Background: an optimization exercise with open tools, aiming at small area and a short achievable clock period. Do not read the settings as production practice.
At most, simulation tests tie the RTL to the original design; equivalence was not proved.
No functional check of the RTL was part of run 2.

## flow/design.v (module list and top-level ports; edited modules follow where they fit)
// module tv80_reg: 41 lines
// module tv80_alu: 361 lines
// module tv80_mcode: 2148 lines
// module tv80_core: 1329 lines
// module cpu_z80: 64 lines
module cpu_z80(
	input CLK,
	input nRESET,
	input wire [7:0] DATA_IN,
	output wire [7:0] DATA_OUT,
	output [15:0] ADDRESS,
	output reg nIORQ, nMREQ,
	output reg nRD, nWR,
	input nINT, nNMI
);
  // ...
==> flow/run.sh <==
#!/bin/bash
# synth_recipe.tcl (not shown) runs the flow's synth.tcl, then flattens the netlist and writes it again
# the make line also repeats each setting of config.mk as NAME=value (left out here)
make -C /OpenROAD-flow-scripts/flow DESIGN_CONFIG=/design/flow/config.mk WORK_HOME=/design/flow/orfs CLKGATE_MAP_FILE= SYNTH_SCRIPT=/design/flow/synth_recipe.tcl finish
==> flow/config.mk <==
export PLATFORM = sky130hd
export DESIGN_NAME = cpu_z80
export DESIGN_NICKNAME = cpu_z80
export VERILOG_FILES = /design/flow/design.v
export SDC_FILE = /design/flow/constraint.sdc
export NUM_CORES = 4
export LEC_CHECK = 0
export CAP_MARGIN = 30
export CORE_MARGIN = 2
export CORE_UTILIZATION = 40
export SETUP_SLACK_MARGIN = 5
export SLEW_MARGIN = 30
==> flow/constraint.sdc <==
create_clock -name core_clock -period 11.0 [get_ports {CLK}]
set_input_delay 2.2000 -clock core_clock [delete_from_list [all_inputs] [get_ports {CLK}]]
set_output_delay 2.2000 -clock core_clock [all_outputs]
set_load 0.01 [all_outputs]
==> out/results.ini, run 1 <==
[run_status]
outcome=finished clean

[sta]
grt_setup_unrepaired=yes
finalSetupTns_ns=0
worst_slack_ns=4.946
clock_skew_ns=0.06497

[place]
dpl-instance-area_um2=36690

[final_layout]
syn_to_final_growth_pct=11.26
fin_cells=5368
largest_cell_class=multi-input gates
fin_nets=4269
nFlopsAndLatches=445
fin_area_um2=38970

[cts]
clockRootBuffer=clkbuf_16

[global_route]
grt_pass1_vias=34370
grt_busiest_layer=met2
antenna_found_initial=7

[synthesis]
synth_area_leaders=dfrtp_1, edfxtp_1, a21oi_1, nand2_1, o21ai_0
syn-mean-instance-area_um2=8.217
ys_seq_elements=445
synth_top_area_share_pct=14.29

[critical_path]
critPathBufInv=5
worst_path_max_delay_cell=nor4_1
reg2regPathDepth=17

[floorplanning]
num_rows=108
boundaryPins=40
die_w_um=299.9

==> module tv80_alu, before the edit <==
module tv80_alu ( 
  Q, F_Out, 
  Arith16, Z16, ALU_Op, IR, ISet, BusA, BusB, F_In
  );
  parameter		Mode   = 0;
  parameter		Flag_C = 0;
  parameter		Flag_N = 1;
  parameter		Flag_P = 2;
  parameter		Flag_X = 3;
  parameter		Flag_H = 4;
  parameter		Flag_Y = 5;
  parameter		Flag_Z = 6;
  parameter		Flag_S = 7;
  input 		Arith16;
  input 		Z16;
  input [3:0]           ALU_Op ;
  input [5:0]           IR;
  input [1:0]           ISet;
  input [7:0]           BusA;
  input [7:0]           BusB;
  input [7:0]           F_In;
  output [7:0]          Q;
  output [7:0]          F_Out;
  reg [7:0]             Q;
  reg [7:0]             F_Out;
  function [4:0] AddSub4;
    input [3:0] A;
    input [3:0] B;
    input Sub;
    input Carry_In;
    begin
      AddSub4 = { 1'b0, A } + { 1'b0, (Sub)?~B:B } + {4'h0,Carry_In};
    end
  endfunction  
  function [3:0] AddSub3;
    input [2:0] A;
    input [2:0] B;
    input Sub;
    input Carry_In;
    begin
      AddSub3 = { 1'b0, A } + { 1'b0, (Sub)?~B:B } + {3'h0,Carry_In};
    end
  endfunction  
  function [1:0] AddSub1;
    input A;
    input B;
    input Sub;
    input Carry_In;
    begin
      AddSub1 = { 1'b0, A } + { 1'b0, (Sub)?~B:B } + {1'h0,Carry_In};
    end
  endfunction  
  reg UseCarry;
  reg Carry7_v;
  reg OverFlow_v;
  reg HalfCarry_v;
  reg Carry_v;
  reg [7:0] Q_v;
  reg [7:0] BusB_x;
  reg [8:0] Sum_v;
  reg [7:0] BitMask;
  always @( ALU_Op or BusA or BusB or F_In or IR)
    begin
      case (IR[5:3])
        3'b000 : BitMask = 8'b00000001;
        3'b001 : BitMask = 8'b00000010;
        3'b010 : BitMask = 8'b00000100; 
        3'b011 : BitMask = 8'b00001000; 
        3'b100 : BitMask = 8'b00010000; 
        3'b101 : BitMask = 8'b00100000; 
        3'b110 : BitMask = 8'b01000000; 
        default: BitMask = 8'b10000000; 
      endcase  
      UseCarry = ~ ALU_Op[2] && ALU_Op[0];
      BusB_x = ALU_Op[1] ? ~BusB : BusB;
      Sum_v = { 1'b0, BusA } + { 1'b0, BusB_x } + { 8'h00, ALU_Op[1] ^ (UseCarry && F_In[Flag_C]) };
      Q_v = Sum_v[7:0];
      Carry_v = Sum_v[8];
      HalfCarry_v = Sum_v[4] ^ BusA[4] ^ BusB_x[4];
      Carry7_v = Sum_v[7] ^ BusA[7] ^ BusB_x[7];
      OverFlow_v = Carry_v ^ Carry7_v;
    end  
  reg [7:0] Q_t;
  reg [8:0] DAA_Q;
  always @ ( ALU_Op or Arith16 or BitMask or BusA or BusB
	    or Carry_v or F_In or HalfCarry_v or IR or ISet
	    or OverFlow_v or Q_v or Z16)
    begin
      Q_t = 8'hxx;
      DAA_Q = {9{1'bx}};
      F_Out = F_In;
      case (ALU_Op)
	4'b0000, 4'b0001,  4'b0010, 4'b0011, 4'b0100, 4'b0101, 4'b0110, 4'b0111 :
          begin
	    F_Out[Flag_N] = 1'b0;
	    F_Out[Flag_C] = 1'b0;
	    case (ALU_Op[2:0])
	      3'b000, 3'b001 :  
                begin
		  Q_t = Q_v;
		  F_Out[Flag_C] = Carry_v;
		  F_Out[Flag_H] = HalfCarry_v;
		  F_Out[Flag_P] = OverFlow_v;
                end
	      3'b010, 3'b011, 3'b111 :  
                begin
		  Q_t = Q_v;
		  F_Out[Flag_N] = 1'b1;
		  F_Out[Flag_C] = ~ Carry_v;
		  F_Out[Flag_H] = ~ HalfCarry_v;
		  F_Out[Flag_P] = OverFlow_v;
                end
	      3'b100 :  
                begin
		  Q_t[7:0] = BusA & BusB;
		  F_Out[Flag_H] = 1'b1;
                end
	      3'b101 :  
                begin
		  Q_t[7:0] = BusA ^ BusB;
		  F_Out[Flag_H] = 1'b0;
                end
	      default :  
                begin
		  Q_t[7:0] = BusA | BusB;
		  F_Out[Flag_H] = 1'b0;
                end
	    endcase  
	    if (ALU_Op[2:0] == 3'b111 ) 
              begin  
		F_Out[Flag_X] = BusB[3];
		F_Out[Flag_Y] = BusB[5];
	      end 
            else 
              begin
		F_Out[Flag_X] = Q_t[3];
		F_Out[Flag_Y] = Q_t[5];
	      end
	    if (Q_t[7:0] == 8'b00000000 ) 
              begin
		F_Out[Flag_Z] = 1'b1;
		if (Z16 == 1'b1 ) 
                  begin
		    F_Out[Flag_Z] = F_In[Flag_Z];	 
		  end
	      end 
            else 
              begin
		F_Out[Flag_Z] = 1'b0;
	      end  
	    F_Out[Flag_S] = Q_t[7];
	    case (ALU_Op[2:0])
	      3'b000, 3'b001, 3'b010, 3'b011, 3'b111 :  
                ;
	      default :
	        F_Out[Flag_P] = ~(^Q_t);                    
	    endcase  
	    if (Arith16 == 1'b1 ) 
              begin
		F_Out[Flag_S] = F_In[Flag_S];
		F_Out[Flag_Z] = F_In[Flag_Z];
		F_Out[Flag_P] = F_In[Flag_P];
	      end
          end  
	4'b1100 :
          begin
	    F_Out[Flag_H] = F_In[Flag_H];
	    F_Out[Flag_C] = F_In[Flag_C];
	    DAA_Q[7:0] = BusA;
	    DAA_Q[8] = 1'b0;
	    if (F_In[Flag_N] == 1'b0 ) 
              begin
		if (DAA_Q[3:0] > 9 || F_In[Flag_H] == 1'b1 ) 
                  begin
		    if ((DAA_Q[3:0] > 9) ) 
                      begin
			F_Out[Flag_H] = 1'b1;
		      end 
                    else 
                      begin
			F_Out[Flag_H] = 1'b0;
		      end
		    DAA_Q = DAA_Q + 6;
		  end  
		if (DAA_Q[8:4] > 9 || F_In[Flag_C] == 1'b1 ) 
                  begin
		    DAA_Q = DAA_Q + 96;  
		  end
	      end 
            else 
              begin
		if (DAA_Q[3:0] > 9 || F_In[Flag_H] == 1'b1 ) 
                  begin
		    if (DAA_Q[3:0] > 5 ) 
                      begin
			F_Out[Flag_H] = 1'b0;
		      end
		    DAA_Q[7:0] = DAA_Q[7:0] - 6;
		  end
		if (BusA > 153 || F_In[Flag_C] == 1'b1 ) 
                  begin
		    DAA_Q = DAA_Q - 352;  
		  end
	      end  
	    F_Out[Flag_X] = DAA_Q[3];
	    F_Out[Flag_Y] = DAA_Q[5];
	    F_Out[Flag_C] = F_In[Flag_C] || DAA_Q[8];
	    Q_t = DAA_Q[7:0];
	    if (DAA_Q[7:0] == 8'b00000000 ) 
              begin
		F_Out[Flag_Z] = 1'b1;
	      end 
            else 
              begin
		F_Out[Flag_Z] = 1'b0;
	      end
	    F_Out[Flag_S] = DAA_Q[7];
	    F_Out[Flag_P] = ~ (^DAA_Q);
          end  
	4'b1101, 4'b1110 :
          begin
	    Q_t[7:4] = BusA[7:4];
	    if (ALU_Op[0] == 1'b1 ) 
              begin
		Q_t[3:0] = BusB[7:4];
	      end 
            else 
              begin
		Q_t[3:0] = BusB[3:0];
	      end
	    F_Out[Flag_H] = 1'b0;
	    F_Out[Flag_N] = 1'b0;
	    F_Out[Flag_X] = Q_t[3];
	    F_Out[Flag_Y] = Q_t[5];
	    if (Q_t[7:0] == 8'b00000000 ) 
              begin
		F_Out[Flag_Z] = 1'b1;
	      end 
            else 
              begin
		F_Out[Flag_Z] = 1'b0;
	      end
	    F_Out[Flag_S] = Q_t[7];
            F_Out[Flag_P] = ~(^Q_t);
          end  
	4'b1001 :
          begin
	    Q_t[7:0] = BusB & BitMask;
	    F_Out[Flag_S] = Q_t[7];
	    if (Q_t[7:0] == 8'b00000000 ) 
              begin
		F_Out[Flag_Z] = 1'b1;
		F_Out[Flag_P] = 1'b1;
	      end 
            else 
              begin
		F_Out[Flag_Z] = 1'b0;
		F_Out[Flag_P] = 1'b0;
	      end
	    F_Out[Flag_H] = 1'b1;
	    F_Out[Flag_N] = 1'b0;
	    F_Out[Flag_X] = 1'b0;
	    F_Out[Flag_Y] = 1'b0;
	    if (IR[2:0] != 3'b110 ) 
              begin
		F_Out[Flag_X] = BusB[3];
		F_Out[Flag_Y] = BusB[5];
	      end
          end  
	4'b1010 :
	  Q_t[7:0] = BusB | BitMask;
	4'b1011 :
	  Q_t[7:0] = BusB & ~ BitMask;
	4'b1000 :
          begin
	    case (IR[5:3])
	      3'b000 :  
                begin
		  Q_t[7:1] = BusA[6:0];
		  Q_t[0] = BusA[7];
		  F_Out[Flag_C] = BusA[7];
                end
	      3'b010 :  
                begin
		  Q_t[7:1] = BusA[6:0];
		  Q_t[0] = F_In[Flag_C];
		  F_Out[Flag_C] = BusA[7];
                end
	      3'b001 :  
                begin
		  Q_t[6:0] = BusA[7:1];
		  Q_t[7] = BusA[0];
		  F_Out[Flag_C] = BusA[0];
                end
	      3'b011 :  
                begin                        
		  Q_t[6:0] = BusA[7:1];
		  Q_t[7] = F_In[Flag_C];
		  F_Out[Flag_C] = BusA[0];
                end
	      3'b100 :  
                begin
		  Q_t[7:1] = BusA[6:0];
		  Q_t[0] = 1'b0;
		  F_Out[Flag_C] = BusA[7];
                end
	      3'b110 :  
                begin
		  if (Mode == 3 ) 
                    begin
		      Q_t[7:4] = BusA[3:0];
		      Q_t[3:0] = BusA[7:4];
		      F_Out[Flag_C] = 1'b0;                            
		    end 
                  else 
                    begin
		      Q_t[7:1] = BusA[6:0];
		      Q_t[0] = 1'b1;
		      F_Out[Flag_C] = BusA[7];
		    end  
                end  
	      3'b101 :  
                begin
		  Q_t[6:0] = BusA[7:1];
		  Q_t[7] = BusA[7];
		  F_Out[Flag_C] = BusA[0];
                end
	      default :  
                begin
		  Q_t[6:0] = BusA[7:1];
		  Q_t[7] = 1'b0;
		  F_Out[Flag_C] = BusA[0];
                end
	    endcase  
	    F_Out[Flag_H] = 1'b0;
	    F_Out[Flag_N] = 1'b0;
	    F_Out[Flag_X] = Q_t[3];
	    F_Out[Flag_Y] = Q_t[5];
	    F_Out[Flag_S] = Q_t[7];
	    if (Q_t[7:0] == 8'b00000000 ) 
              begin
		F_Out[Flag_Z] = 1'b1;
	      end 
            else 
              begin
		F_Out[Flag_Z] = 1'b0;
	      end
            F_Out[Flag_P] = ~(^Q_t);
	    if (ISet == 2'b00 ) 
              begin
		F_Out[Flag_P] = F_In[Flag_P];
		F_Out[Flag_S] = F_In[Flag_S];
		F_Out[Flag_Z] = F_In[Flag_Z];
	      end
          end  
	default :
	  ;
      endcase  
      Q = Q_t;
    end  
endmodule  
==> inputs of run 2 (changes only) <==
--- a/flow/design.v
+++ b/flow/design.v
@@ -123,12 +123,19 @@
     end  
   reg [7:0] Q_t;
   reg [8:0] DAA_Q;
+  reg [7:0] DAA_Q1;
+  reg [7:0] DAA_c;
+  reg       DAA_lo, DAA_hi;
   always @ ( ALU_Op or Arith16 or BitMask or BusA or BusB
 	    or Carry_v or F_In or HalfCarry_v or IR or ISet
 	    or OverFlow_v or Q_v or Z16)
     begin
       Q_t = 8'hxx;
       DAA_Q = {9{1'bx}};
+      DAA_lo = (BusA[3:0] > 9) || F_In[Flag_H];
+      DAA_hi = (BusA > 153) || F_In[Flag_C];
+      DAA_c = { 1'b0, DAA_hi, DAA_hi, 2'b00, DAA_lo, DAA_lo, 1'b0 };
+      DAA_Q1 = BusA - { 5'b00000, DAA_lo, DAA_lo, 1'b0 };
       F_Out = F_In;
       case (ALU_Op)
 	4'b0000, 4'b0001,  4'b0010, 4'b0011, 4'b0100, 4'b0101, 4'b0110, 4'b0111 :
@@ -207,42 +214,18 @@
           begin
 	    F_Out[Flag_H] = F_In[Flag_H];
 	    F_Out[Flag_C] = F_In[Flag_C];
-	    DAA_Q[7:0] = BusA;
-	    DAA_Q[8] = 1'b0;
-	    if (F_In[Flag_N] == 1'b0 ) 
+	    if (F_In[Flag_N] == 1'b0 )
               begin
-		if (DAA_Q[3:0] > 9 || F_In[Flag_H] == 1'b1 ) 
-                  begin
-		    if ((DAA_Q[3:0] > 9) ) 
-                      begin
-			F_Out[Flag_H] = 1'b1;
-		      end 
-                    else 
-                      begin
-			F_Out[Flag_H] = 1'b0;
-		      end
-		    DAA_Q = DAA_Q + 6;
-		  end  
-		if (DAA_Q[8:4] > 9 || F_In[Flag_C] == 1'b1 ) 
-                  begin
-		    DAA_Q = DAA_Q + 96;  
-		  end
-	      end 
-            else 
+		F_Out[Flag_H] = (BusA[3:0] > 9);
+		DAA_Q = { 1'b0, BusA } + { 1'b0, DAA_c };
+	      end
+            else
               begin
-		if (DAA_Q[3:0] > 9 || F_In[Flag_H] == 1'b1 ) 
-                  begin
-		    if (DAA_Q[3:0] > 5 ) 
-                      begin
-			F_Out[Flag_H] = 1'b0;
-		      end
-		    DAA_Q[7:0] = DAA_Q[7:0] - 6;
-		  end
-		if (BusA > 153 || F_In[Flag_C] == 1'b1 ) 
-                  begin
-		    DAA_Q = DAA_Q - 352;  
-		  end
-	      end  
+		if (BusA[3:0] > 5 )
+		  F_Out[Flag_H] = 1'b0;
+		DAA_Q[7:0] = BusA - DAA_c;
+		DAA_Q[8] = DAA_hi && (DAA_Q1 >= 8'h60);
+	      end
 	    F_Out[Flag_X] = DAA_Q[3];
 	    F_Out[Flag_Y] = DAA_Q[5];
 	    F_Out[Flag_C] = F_In[Flag_C] || DAA_Q[8];
==> out/results.ini, run 2 <==
[final_layout]
n_fill_cell=8644  ; was 8617
fin_nets=4266  ; was 4269
largest-register=TV80.dec1_r  ; unchanged
largest_reg_flops=68  ; unchanged
final_cell_mix=nand2_1, nor2_1, a21oi_1  ; unchanged
final_common_cell=nand2_1  ; unchanged
diodes=0  ; unchanged
syn_to_final_growth_pct=12.82  ; was 11.26%
layout-drive-gt1-share_pct=15.07  ; was 13.27%
top_regs=TV80.dec1_r (68), TV80.i_reg.RegsH (64), TV80.i_reg.RegsL (64)  ; unchanged
utilization_pct=45.40  ; was 44.92%

[detailed_routing]
wire_per_inst_um=33.73  ; was 33.74 µm
routed_wl_um=180800  ; was 181100 µm
drc=0  ; unchanged
dr.pass1.iters=11  ; was 6
antenna_left=0  ; unchanged
drt-initial-drc-count=5763  ; was 5894
vias=37420  ; was 37630
vias_per_cell=6.978  ; was 7.010

[global_route]
grt_pass1_vias=34520  ; was 34370
grt_pass1_wl_um=256200  ; was 257800 µm
grt_max_degree=150  ; was 76
grt_overflow=0  ; unchanged
antenna_found_initial=8  ; was 7
grt_usage_pct=38.97  ; was 39.15%

[floorplanning]
boundaryPins=40  ; unchanged
core_area_um2=86480  ; was 86750 µm²
die_w_um=299.0  ; was 299.9 µm
die_y_um=299.0  ; was 299.9 µm
dieArea_um2=89380  ; was 89940 µm²
num_rows=108  ; unchanged
start_util_pct=40.24  ; was 40.37%

[worst_hold_path]
hold-path-endpoint=TV80.Arith16_r$_DFF_PN0_  ; unchanged
hold_depth=0  ; unchanged
min_path_type=register to register  ; unchanged
hold_start=TV80.dec1_r[37]$_DFF_PN0_  ; unchanged

[sta]
final-hold-violation-count=0  ; unchanged
final.min_clock_period_ns=6.110  ; was 6.054 ns
finalSetupTns_ns=0  ; unchanged
relSlewSlack_pct=29.95  ; was 28.81%
hold_slack_ns=0.3753  ; was 0.3804 ns
clock_skew_ns=0.04743  ; was 0.06497 ns
fmax_mhz=163.7  ; was 165.2 MHz
post-route-period-util_pct=55.54  ; was 55.04%
slew_violations=0  ; unchanged
tightest_slew_ns=1.047  ; about the same
finalSetupViolCount=0  ; unchanged
grt_setup_unrepaired=yes  ; unchanged

[synthesis]
yosysMostFrequentCell=nand2_1  ; unchanged
syn-num-nets=4344  ; was 4362
synthesis.area_um2=34800  ; was 35020 µm²
yosys.area.top_type=dfrtp_1  ; unchanged
ys_seq_elements=445  ; unchanged
syn-mean-instance-area_um2=8.210  ; was 8.217 µm²
synth-seq-area-share_pct=33.32  ; was 33.11%
synth_common_cells=nand2_1, nor2_1, a21oi_1, o21ai_0, clkbuf_1  ; unchanged
yosys_warnings=5  ; unchanged
synth_top_area_share_pct=14.38  ; was 14.29%
synthFlopType=dfrtp_1  ; unchanged
synthArstFlopShare_pct=59.10  ; unchanged
synth_area_leaders=dfrtp_1, edfxtp_1, a21oi_1, nand2_1, o21ai_0  ; unchanged
synthCells=4239  ; was 4262
synth_edf_count=129  ; unchanged
synth_cell_type_count=116  ; was 115

[cts]
path_clk_slew_ns=0.06  ; about the same
h-tree-depth=2  ; unchanged
cts_tree=built  ; unchanged
clockRootBuffer=clkbuf_16  ; unchanged
insertion_delay_ns=0.65  ; was 0.66 ns
cts.sinks=445  ; unchanged
cts_hold_buf=0  ; unchanged
cts_buffers=54  ; was 52
clock_path_buffers=3  ; unchanged

[run_status]
outcome=finished clean  ; unchanged

[critical_path]
reg2regPathDepth=18  ; was 17
critPathKind=register to register  ; was input pin to register
crit_required_ns=11.53  ; was 11.51 ns
reg2reg_to=TV80.dec0_r[35]$_DFF_PN1_  ; was TV80.dec1_r[0]$_DFF_PN0_
cp_max_fo=45  ; was 31
cp.arrival_ns=6.64  ; was 6.57 ns
reg2reg_from=TV80.F[6]$_DFF_PN1_  ; was TV80.F[0]$_DFF_PN1_
rrSetupSlack_ns=4.89  ; was 5.09 ns
cp-start-kind=register  ; was input pin
crit_path_end_kind=register  ; unchanged

[job]
cap_violations=0  ; unchanged

[place]
place_hpwl_um=132900  ; was 132600 µm
gp_congestion=1.047  ; was 1.037
portBuffers=39  ; unchanged

-- run 2: changes by cell type after synthesis, moves of 12 or more --
cell      delta
a221oi_1    +12
o22ai_1     -16
mux2_2      +22
a22oi_1     -39
a21oi_1     +33
clkbuf_1    -18
o211ai_1    -27
a211oi_1    +30
and3_1      -15
nor4_1      -13
nor2_1      +13
-- run 2: layout make-up --
class / count / area (µm²) / area share [%]
inverters: 102 / 425.4 / 1.083
repair buffers: 199 / 1720 / 4.381
well taps: 1155 / 1445 / 3.680
clock inverters: 32 / 371.6 / 0.9464
multi-input cells: 3359 / 22200 / 56.53
flip-flops and latches: 445 / 11600 / 29.55
clock buffers: 70 / 1503 / 3.827
-- run 2: how the worst max path moves through the flow --
stage	start	cells after the start	slack (ns)	to
global placement	DATA_IN[3]	16	2.85	TV80.dec1_r[6]$_DFF_PN0_
detailed placement	DATA_IN[3]	16	3.29	TV80.dec1_r[6]$_DFF_PN0_
global route	DATA_IN[2]	17	4.90	TV80.dec0_r[56]$_DFF_PN0_
CTS	DATA_IN[1]	18	4.93	TV80.dec0_r[56]$_DFF_PN0_
finish	TV80.F[6]$_DFF_PN1_	18	4.89	TV80.dec0_r[35]$_DFF_PN1_
floorplan	DATA_IN[5]	15	5.48	TV80.dec1_r[52]$_DFF_PN0_
-- run 2: through the flow --
| stage | cells | area [µm²] | worst slack [ns] |
|---|---|---|---|
| after global routing | 5362 | 39270 | 4.898 |
| after global placement | 5240 | 36490 | 2.850 |
| after detailed placement | 5241 | 36540 | 3.285 |
| after CTS | 5350 | 38810 | 4.929 |
| final | 5362 | 39270 | 4.890 |
| after floorplan | 4239 | 34800 | 5.480 |
-- run 2: cell families after synthesis --
family | share of synthesized area, %
and+or+nand+nor | 18.58
buffers and inverters | 5.058
muxes | 9.376
adders and majority gates | 3.473
xor gates and xnor gates | 2.265
DFF | 33.32
AOI/OAI and AO/OA | 27.93
-- run 2: what timing repair did --
action / CTS / global route
gates cloned: 0 / 2
endpoints found under the setup margin: 141 / 129
setup buffers: 7 / 10
resized for setup: 95 / 83
pin swaps: 9 / 13
-- run 2: critical path, cell delays in order, from the launching register on --
cell	delay [ns]
dfstp_2	0.75
a22oi_1	0.26
a21boi_2	0.46
nor2_2	0.22
a21o_1	0.27
a31o_1	0.21
a211o_1	0.39
a21oi_4	0.35
buf_12	0.30
mux2i_4	0.10
clkbuf_8	0.29
inv_4	0.29
buf_4	0.31
nand2_1	0.26
o32a_1	0.25
o21ai_0	0.30
o21ai_0	0.33
a211o_1	0.40
o21bai_1	0.16
-- run 2: layer usage --
layer	up-vias	part of all wire [%]	routed length [µm]	track usage (%)
met5	-	0.044	80	0
li1	15780	-	-	-
met2	2669	42	75120	56.76
met4	12	7.4	13420	23.51
met1	18310	39	71390	52.20
met3	653	12	20820	9.473

==> afterwards: timing with drivers on the ports <==
How much do the figures lean on ideal ports? The routed layouts below were timed once more, with nothing changed but the port constraints. Step 1: set_driving_cell puts a clkbuf_16 on CLK and a buf_2 on each other input, an assumption about the parent block. Step 2 moves the port delays by t, midway between the first and last clock arrival at a register: inputs arrive t later, outputs are due t later. That takes back most of the time a late clock gives input paths. Three values: no drivers, after step 1, after step 2; two values: the first two.
| run | t (ns) | setup slack, ns | hold slack, ns | worst data-port slew with drivers (ns) |
|---|---|---|---|---|
| run 1 | 0.694 | 4.946 / 4.984 / 4.291 | 0.380 / 0.380 / 0.380 | 0.06 |
| run 2 | 0.699 | 4.890 / 4.890 / 4.398 | 0.375 / 0.375 / 0.375 | 0.05 |
After both steps every run listed still meets setup and hold. For run 1, which loses most, drivers alone change the setup slack by +0.038 ns; drivers and shift together by -0.655 ns.
